Context: an optimization exercise on an open-source flow, tuned for small area. The choices shown serve that exercise and are no tape-out recipe.
RTL that was checked went through simulation tests only; none was proved equivalent to the original.
Power is estimated from default activity; no workload was simulated.

==> inputs of exp/zinc <==
Design chess, start of the top module:
module chess(
    input  wire       clk,
    input  wire       rst,
    input  wire [4:0] btn,
    output wire       vga_hsync,
    output wire       vga_vsync,
    output wire [2:0] vga_r,
    output wire [2:0] vga_g,
    output wire [1:0] vga_b
);
Settings: LEC_CHECK=0, CAP_MARGIN=20, CELL_PAD_IN_SITES_DETAIL_PLACEMENT=0, CELL_PAD_IN_SITES_GLOBAL_PLACEMENT=0, CORE_MARGIN=2, CORE_UTILIZATION=65, PLACE_DENSITY=0.75, SLEW_MARGIN=20; clock period 40.0 ns.
standard.sh (not shown) runs the stock make flow with config.mk's settings and CLKGATE_MAP_FILE= SYNTH_SCRIPT=/design/flow/synth_recipe.tcl, a recipe that flattens the netlist after the stock synthesis.
==> flow/flow/run.sh <==
#!/bin/bash
# Layout flow: the standard ORFS flow (standard.sh) with two changes.
#  1. Synthesis maps the logic with an area-oriented ABC script
#     (flow/abc_area.script: no buffering or gate upsizing; the resizer
#     repairs slew and capacitance after placement). Everything else in
#     synthesis, flip-flop mapping and naming included, is the standard one.
#  2. Clock tree synthesis uses small clock buffers and no dummy loads.
# Each make step writes its tool's full log under orfs/logs/; the make
# output goes to flow_make.log in this folder.
set -euo pipefail
W=$PWD
rm -rf "$W/scripts_area"
cp -r "$FLOW_HOME/scripts" "$W/scripts_area"
cp "$W/flow/abc_area.script" "$W/scripts_area/abc_speed.script"
CTS="-sink_clustering_enable -repair_clock_nets -dont_use_dummy_load -buf_list {sky130_fd_sc_hd__clkbuf_8} -sink_clustering_size 20 -sink_clustering_max_diameter 60"
bash standard.sh "SCRIPTS_DIR=$W/scripts_area" "CTS_ARGS=$CTS" "BUFFER_PORTS_ARGS=-inputs -outputs -buffer_cell sky130_fd_sc_hd__buf_1" finish > "$W/flow_make.log" 2>&1
==> flow/flow/abc_area.script <==
&get -n
&st
&deepsyn -T 60
&st
&dch -f
&nf -R 1000
&st
&dch -f
&nf -R 1000
&st
&dch -f
&nf -R 1000
&put
==> inputs of exp/nickel, as changes to exp/zinc <==
==> flow/flow/abc_area.script (replaced) <==
&get -n
&st
&dch -f
&nf -R 1000
&st
&dch -f
&nf -R 1000
&st
&dch -f
&nf -R 1000
&put
==> summary of the runs <==
Fmax: exp/nickel is smaller than exp/zinc (about 2.6%). Of exp/zinc and exp/nickel, exp/nickel has the higher sequential power (gap about 4%, measured against exp/nickel). In sequential cell count, exp/nickel and exp/zinc do not differ. Against exp/nickel, the area after synthesis of exp/zinc is smaller by about 0.9%. Against exp/nickel, the via count of exp/zinc is lower by 1.9%. Power: exp/zinc is lower than exp/nickel (6.5%). Setup slack: exp/zinc is better than exp/nickel (0.28 ns). Between exp/nickel and exp/zinc, the lower synthesized cell count is in exp/zinc (gap 0.74%, measured against exp/zinc). Of exp/nickel and exp/zinc, exp/zinc has the higher non-clock buffer count (gap 1). Between exp/nickel and exp/zinc, the lower die area is in exp/zinc (gap about 0.9%, measured against exp/zinc).

* * *

==> inputs of job 8156 <==
Starting RTL as in the previous note.
export LEC_CHECK = 0
export CAP_MARGIN = 20
export CELL_PAD_IN_SITES_DETAIL_PLACEMENT = 0
export CELL_PAD_IN_SITES_GLOBAL_PLACEMENT = 0
export CORE_MARGIN = 2
export CORE_UTILIZATION = 75
export GPL_TIMING_DRIVEN = 0
export PLACE_DENSITY = 0.85
export SLEW_MARGIN = 20
create_clock -name core_clock -period 40.0 [get_ports {clk}]
==> flow/flow/run.sh <==
#!/bin/bash
# Layout flow: the standard ORFS flow (standard.sh) with three changes.
#  1. Synthesis maps the logic with an area-oriented ABC script
#     (flow/abc_area.script: AIG restructuring with &deepsyn, then area
#     mapping with relaxed delay; no buffering or gate upsizing, the
#     resizer repairs slew and capacitance after placement). Everything
#     else in synthesis, flip-flop mapping and naming included, is the
#     standard one.
#  2. Clock tree synthesis uses clkbuf_8 buffers in clusters of at most 16
#     flip-flops, and no dummy loads.
#  3. The port buffers are buf_1.
# Each make step writes its tool's full log under orfs/logs/; the make
# output goes to flow_make.log in this folder.
set -euo pipefail
W=$PWD
rm -rf "$W/scripts_area"
cp -r "$FLOW_HOME/scripts" "$W/scripts_area"
cp "$W/flow/abc_area.script" "$W/scripts_area/abc_speed.script"
CTS="-sink_clustering_enable -repair_clock_nets -dont_use_dummy_load -buf_list {sky130_fd_sc_hd__clkbuf_8} -sink_clustering_size 16 -sink_clustering_max_diameter 50"
bash standard.sh "SCRIPTS_DIR=$W/scripts_area" "CTS_ARGS=$CTS" "BUFFER_PORTS_ARGS=-inputs -outputs -buffer_cell sky130_fd_sc_hd__buf_1" finish > "$W/flow_make.log" 2>&1
==> flow/flow/abc_area.script <==
&get -n
&st
&deepsyn -T 60
&st
&dch -f
&nf -R 1000
&st
&dch -f
&nf -R 1000
&st
&dch -f
&nf -R 1000
&put
==> job 6495: changes against job 8156 <==
==> flow/flow/run.sh (replaced) <==
#!/bin/bash
# Layout flow: the standard ORFS flow (standard.sh) with two changes.
#  1. Synthesis maps the logic with an area-oriented ABC script
#     (flow/abc_area.script: no buffering or gate upsizing; the resizer
#     repairs slew and capacitance after placement). Everything else in
#     synthesis, flip-flop mapping and naming included, is the standard one.
#  2. Clock tree synthesis uses small clock buffers and no dummy loads.
# Each make step writes its tool's full log under orfs/logs/; the make
# output goes to flow_make.log in this folder.
set -euo pipefail
W=$PWD
rm -rf "$W/scripts_area"
cp -r "$FLOW_HOME/scripts" "$W/scripts_area"
cp "$W/flow/abc_area.script" "$W/scripts_area/abc_speed.script"
CTS="-sink_clustering_enable -repair_clock_nets -dont_use_dummy_load -buf_list {sky130_fd_sc_hd__clkbuf_8} -sink_clustering_size 16 -sink_clustering_max_diameter 50"
bash standard.sh "SCRIPTS_DIR=$W/scripts_area" "CTS_ARGS=$CTS" "BUFFER_PORTS_ARGS=-inputs -outputs -buffer_cell sky130_fd_sc_hd__buf_1" finish > "$W/flow_make.log" 2>&1
--- a/flow/config.mk
+++ b/flow/config.mk
@@ -11,5 +11,4 @@
 export CORE_MARGIN = 2
-export CORE_UTILIZATION = 75
-export GPL_TIMING_DRIVEN = 0
-export PLACE_DENSITY = 0.85
+export CORE_UTILIZATION = 65
+export PLACE_DENSITY = 0.75
 export SLEW_MARGIN = 20
==> job 8446: changes against job 8156 <==
==> flow/flow/run.sh (replaced) <==
#!/bin/bash
# Layout flow: the standard ORFS flow (standard.sh) with two changes.
#  1. Synthesis maps the logic with an area-oriented ABC script
#     (flow/abc_area.script: no buffering or gate upsizing; the resizer
#     repairs slew and capacitance after placement). Everything else in
#     synthesis, flip-flop mapping and naming included, is the standard one.
#  2. Clock tree synthesis uses small clock buffers and no dummy loads.
# Each make step writes its tool's full log under orfs/logs/; the make
# output goes to flow_make.log in this folder.
set -euo pipefail
W=$PWD
rm -rf "$W/scripts_area"
cp -r "$FLOW_HOME/scripts" "$W/scripts_area"
cp "$W/flow/abc_area.script" "$W/scripts_area/abc_speed.script"
CTS="-sink_clustering_enable -repair_clock_nets -dont_use_dummy_load -buf_list {sky130_fd_sc_hd__clkbuf_16} -sink_clustering_size 30 -sink_clustering_max_diameter 80"
bash standard.sh "SCRIPTS_DIR=$W/scripts_area" "CTS_ARGS=$CTS" "BUFFER_PORTS_ARGS=-inputs -outputs -buffer_cell sky130_fd_sc_hd__buf_1" finish > "$W/flow_make.log" 2>&1
==> flow/flow/abc_area.script (replaced) <==
&get -n
&st
&dch -f
&nf -R 1000
&st
&dch -f
&nf -R 1000
&st
&dch -f
&nf -R 1000
&put
--- a/flow/config.mk
+++ b/flow/config.mk
@@ -11,5 +11,4 @@
 export CORE_MARGIN = 2
-export CORE_UTILIZATION = 75
-export GPL_TIMING_DRIVEN = 0
-export PLACE_DENSITY = 0.85
+export CORE_UTILIZATION = 50
+export PLACE_DENSITY = 0.6
 export SLEW_MARGIN = 20
==> impl_results.html <==
<table>
<tr><th>Metric</th><th>Value</th></tr>
<tr><th colspan="2">Synthesis</th></tr>
<tr><td>Synthesized-area fraction occupied by and/or/nand/nor cells</td><td>0.129</td></tr>
<tr><td>Syn Nets</td><td>1266</td></tr>
<tr><td>Synth Area in Adders</td><td>0.0299</td></tr>
<tr><th colspan="2">Timing</th></tr>
<tr><td>Max Fclk</td><td>96.3 MHz</td></tr>
<tr><td>Final setup skew</td><td>0.0401 ns</td></tr>
<tr><th colspan="2">Place</th></tr>
<tr><td>Post-Place Setup Slack</td><td>29.82 ns</td></tr>
<tr><th colspan="2">Pwr</th></tr>
<tr><td>Total power after layout</td><td>0.000688 W</td></tr>
<tr><td>Sequential Power</td><td>0.000449 W</td></tr>
<tr><th colspan="2">Run status</th></tr>
<tr><td>Run status</td><td>complete, no violations</td></tr>
<tr><th colspan="2">Layout</th></tr>
<tr><td>Buffering overhead</td><td>0.0115</td></tr>
</table>
[end of results for job 8446]
==> impl_results.html <==
<table>
<tr><th>Metric</th><th>Value</th></tr>
<tr><th colspan="2">Run status</th></tr>
<tr><td>Run status</td><td>complete, no violations</td></tr>
<tr><th colspan="2">Place</th></tr>
<tr><td>Post-Place Setup Slack</td><td>29.34 ns</td></tr>
<tr><th colspan="2">Synthesis</th></tr>
<tr><td>Synth Area in Adders</td><td>0.0302</td></tr>
<tr><td>Syn Nets</td><td>1257</td></tr>
<tr><td>Synthesized-area fraction occupied by and/or/nand/nor cells</td><td>0.131</td></tr>
<tr><th colspan="2">GRT</th></tr>
<tr><td>GR peak layer</td><td>met2</td></tr>
<tr><th colspan="2">Layout</th></tr>
<tr><td>Utilization after layout</td><td>0.820</td></tr>
<tr><td>Buffering overhead</td><td>0.0242</td></tr>
<tr><th colspan="2">Setup path</th></tr>
<tr><td>Source of the worst register-to-register timing path</td><td>DB[0].u_db.f[10]$_SDFF_PP0_</td></tr>
<tr><td>Worst reg-to-reg path cell count</td><td>18</td></tr>
<tr><th colspan="2">Timing</th></tr>
<tr><td>Max Fclk</td><td>97.8 MHz</td></tr>
<tr><td>Final setup skew</td><td>0.0349 ns</td></tr>
</table>
[end of results for job 8156]
==> impl_results.html <==
<table>
<tr><th>Metric</th><th>Value</th></tr>
<tr><th colspan="2">Run status</th></tr>
<tr><td>Run status</td><td>complete, no violations</td></tr>
<tr><th colspan="2">Synthesis</th></tr>
<tr><td>Fraction of the mapped netlist area in compound gates</td><td>0.136</td></tr>
<tr><td>Synth top area cells</td><td>sky130_fd_sc_hd__edfxtp_1 53%, sky130_fd_sc_hd__dfxtp_1 15%, sky130_fd_sc_hd__nor2_1 4.2%, sky130_fd_sc_hd__nand2_1 3.1%, sky130_fd_sc_hd__a21oi_1 2.8%</td></tr>
<tr><td>Syn Nets</td><td>1257</td></tr>
<tr><td>Synthesized-area fraction occupied by and/or/nand/nor cells</td><td>0.131</td></tr>
<tr><td>Synth Area in Adders</td><td>0.0302</td></tr>
<tr><td>Post-synthesis register bit count</td><td>376</td></tr>
<tr><th colspan="2">Place</th></tr>
<tr><td>Post-Place Setup Slack</td><td>29.48 ns</td></tr>
<tr><td>Routability cong.</td><td>0.876</td></tr>
<tr><th colspan="2">Pwr</th></tr>
<tr><td>Sequential Power</td><td>0.000432 W</td></tr>
<tr><td>Total power after layout</td><td>0.000641 W</td></tr>
<tr><td>Reported clock group power</td><td>0.000181 W</td></tr>
<tr><th colspan="2">Layout</th></tr>
<tr><td>Share of final-layout standard cells stronger than drive strength 1</td><td>0.0515</td></tr>
<tr><td>FF+latch count</td><td>376</td></tr>
<tr><td>Buffering overhead</td><td>0.0130</td></tr>
<tr><th colspan="2">GRT</th></tr>
<tr><td>Number of antenna violations at the first check in global routing</td><td>0</td></tr>
<tr><th colspan="2">Setup path</th></tr>
<tr><td>Cell at the slowest stage of the critical path</td><td>sky130_fd_sc_hd__dfxtp_1</td></tr>
<tr><th colspan="2">Timing</th></tr>
<tr><td>Max Fclk</td><td>98.1 MHz</td></tr>
<tr><td>Final setup skew</td><td>0.0778 ns</td></tr>
</table>
[end of results for job 6495]

* * *

==> job 316: inputs <==
Another version of the RTL of chess (not shown whole).
==> flow/design.v (excerpt) <==
module chess(
    input  wire       clk,
    input  wire       rst,
    input  wire [4:0] btn,
    output wire       vga_hsync,
    output wire       vga_vsync,
    output wire [2:0] vga_r,
    output wire [2:0] vga_g,
    output wire [1:0] vga_b
);
Settings: LEC_CHECK=0, CAP_MARGIN=20, CELL_PAD_IN_SITES_DETAIL_PLACEMENT=0, CELL_PAD_IN_SITES_GLOBAL_PLACEMENT=0, CORE_MARGIN=2, CORE_UTILIZATION=50, PLACE_DENSITY=0.6, SLEW_MARGIN=20; clock period 40.0 ns.
run.sh (not shown) runs the stock make flow with config.mk's settings and CLKGATE_MAP_FILE= SYNTH_SCRIPT=/design/flow/synth_recipe.tcl, a recipe that flattens the netlist after the stock synthesis.
Stock flow here: none of the scripts above is used.
==> job 6912 (differences from job 316) <==
- CTS_BUF_LIST: unset -> sky130_fd_sc_hd__clkbuf_4
==> results.toml <==
[power_and_ir_drop]
p_sw_mw = 0.1849
power_frac_comb = 0.038
pwr-share-clk = 0.443
power.share.sequential = 0.519
seq_cell_power_mw = 0.432

[final_layout]
fin_area_um2 = 19230
diodes = 0
fin_util = 0.5580
nonClkBufAreaFrac = 0.01744
nClkBuffers = 48
nFillCells = 3011

[detailed_routing]
drtIter0Drc = 1210
wl_met1_um = 22300
drt-pass1-iter-count = 6
wl_met2_um = 22330

[clock_tree]
cts_root_buf = "clkbuf_16"
clk_latency_ps = 570

[global_routing]
grtUsageMet1 = 0.4038
grt.met2_usage = 0.4189

[timing]
whs_ps = 376.6

[outcome]
outcome = "finished clean"
the above is filed under job 316

==> results.toml <==
[outcome]
outcome = "finished clean"

[power_and_ir_drop]
seq_cell_power_mw = 0.431
power_frac_comb = 0.039
p_sw_mw = 0.1864
pwr-share-clk = 0.422
power.share.sequential = 0.539

[final_layout]
fin_util = 0.5570
diodes = 1
nFillCells = 3039
fin_area_um2 = 19190
nClkBuffers = 131
nonClkBufAreaFrac = 0.01747

[timing]
whs_ps = 377.3

[detailed_routing]
drt-pass1-iter-count = 9
wl_met2_um = 22010
wl_met1_um = 22200

[global_routing]
grtUsageMet1 = 0.4013
grt.met2_usage = 0.4139

[clock_tree]
clk_latency_ps = 830
cts_root_buf = "clkbuf_4"
the above is filed under job 6912

Function was not checked in any run of this note: the RTL went through the layout flow alone.

## static timing again, ports no longer ideal
No port has a modelled driver above. Below, the same layouts with a new extraction and two added sets of constraints. Step 1 sets driving cells, clkbuf_16 on the clock port and buf_2 on the other inputs (assumed; they add their load-dependent delay and slew). Step 2 also shifts input and output timing later by t, the mid clock arrival at the registers, as if the neighbouring blocks saw the same clock. Three values: no drivers, after step 1, after step 2; two values: the first two.
| run | t, ns | setup slack, ns | worst setup path at the end | latest minus earliest clock arrival (ns) | worst data-port slew with drivers (ns) |
|---|---|---|---|---|---|
| exp/zinc | 0.599 | 29.824 / 29.781 / 29.523 | input to register | 0.072 / 0.073 | 0.07 |
| exp/nickel | 0.614 | 29.548 / 29.502 / 29.933 | input to register | 0.070 / 0.070 | 0.05 |
| job 8156 | 0.629 | 29.777 / 29.734 / 29.580 | input to register | 0.035 / 0.035 | 0.03 |
| job 6495 | 0.631 | 29.805 / 29.764 / 29.397 | input to register | 0.084 / 0.085 | 0.07 |
| job 8446 | 0.559 | 29.620 / 29.571 / 29.873 | input to register | 0.040 / 0.040 | 0.03 |
| job 316 | 0.609 | 29.193 / 29.139 / 29.748 | register to output | 0.019 / 0.019 | 0.03 |
| job 6912 | 0.844 | 28.977 / 28.928 / 29.772 | register to output | 0.065 / 0.065 | 0.03 |
After both steps every run listed still meets setup and hold. The setup slack of job 6495, which loses most, moves by -0.041 ns with the drivers and by -0.408 ns with both steps.
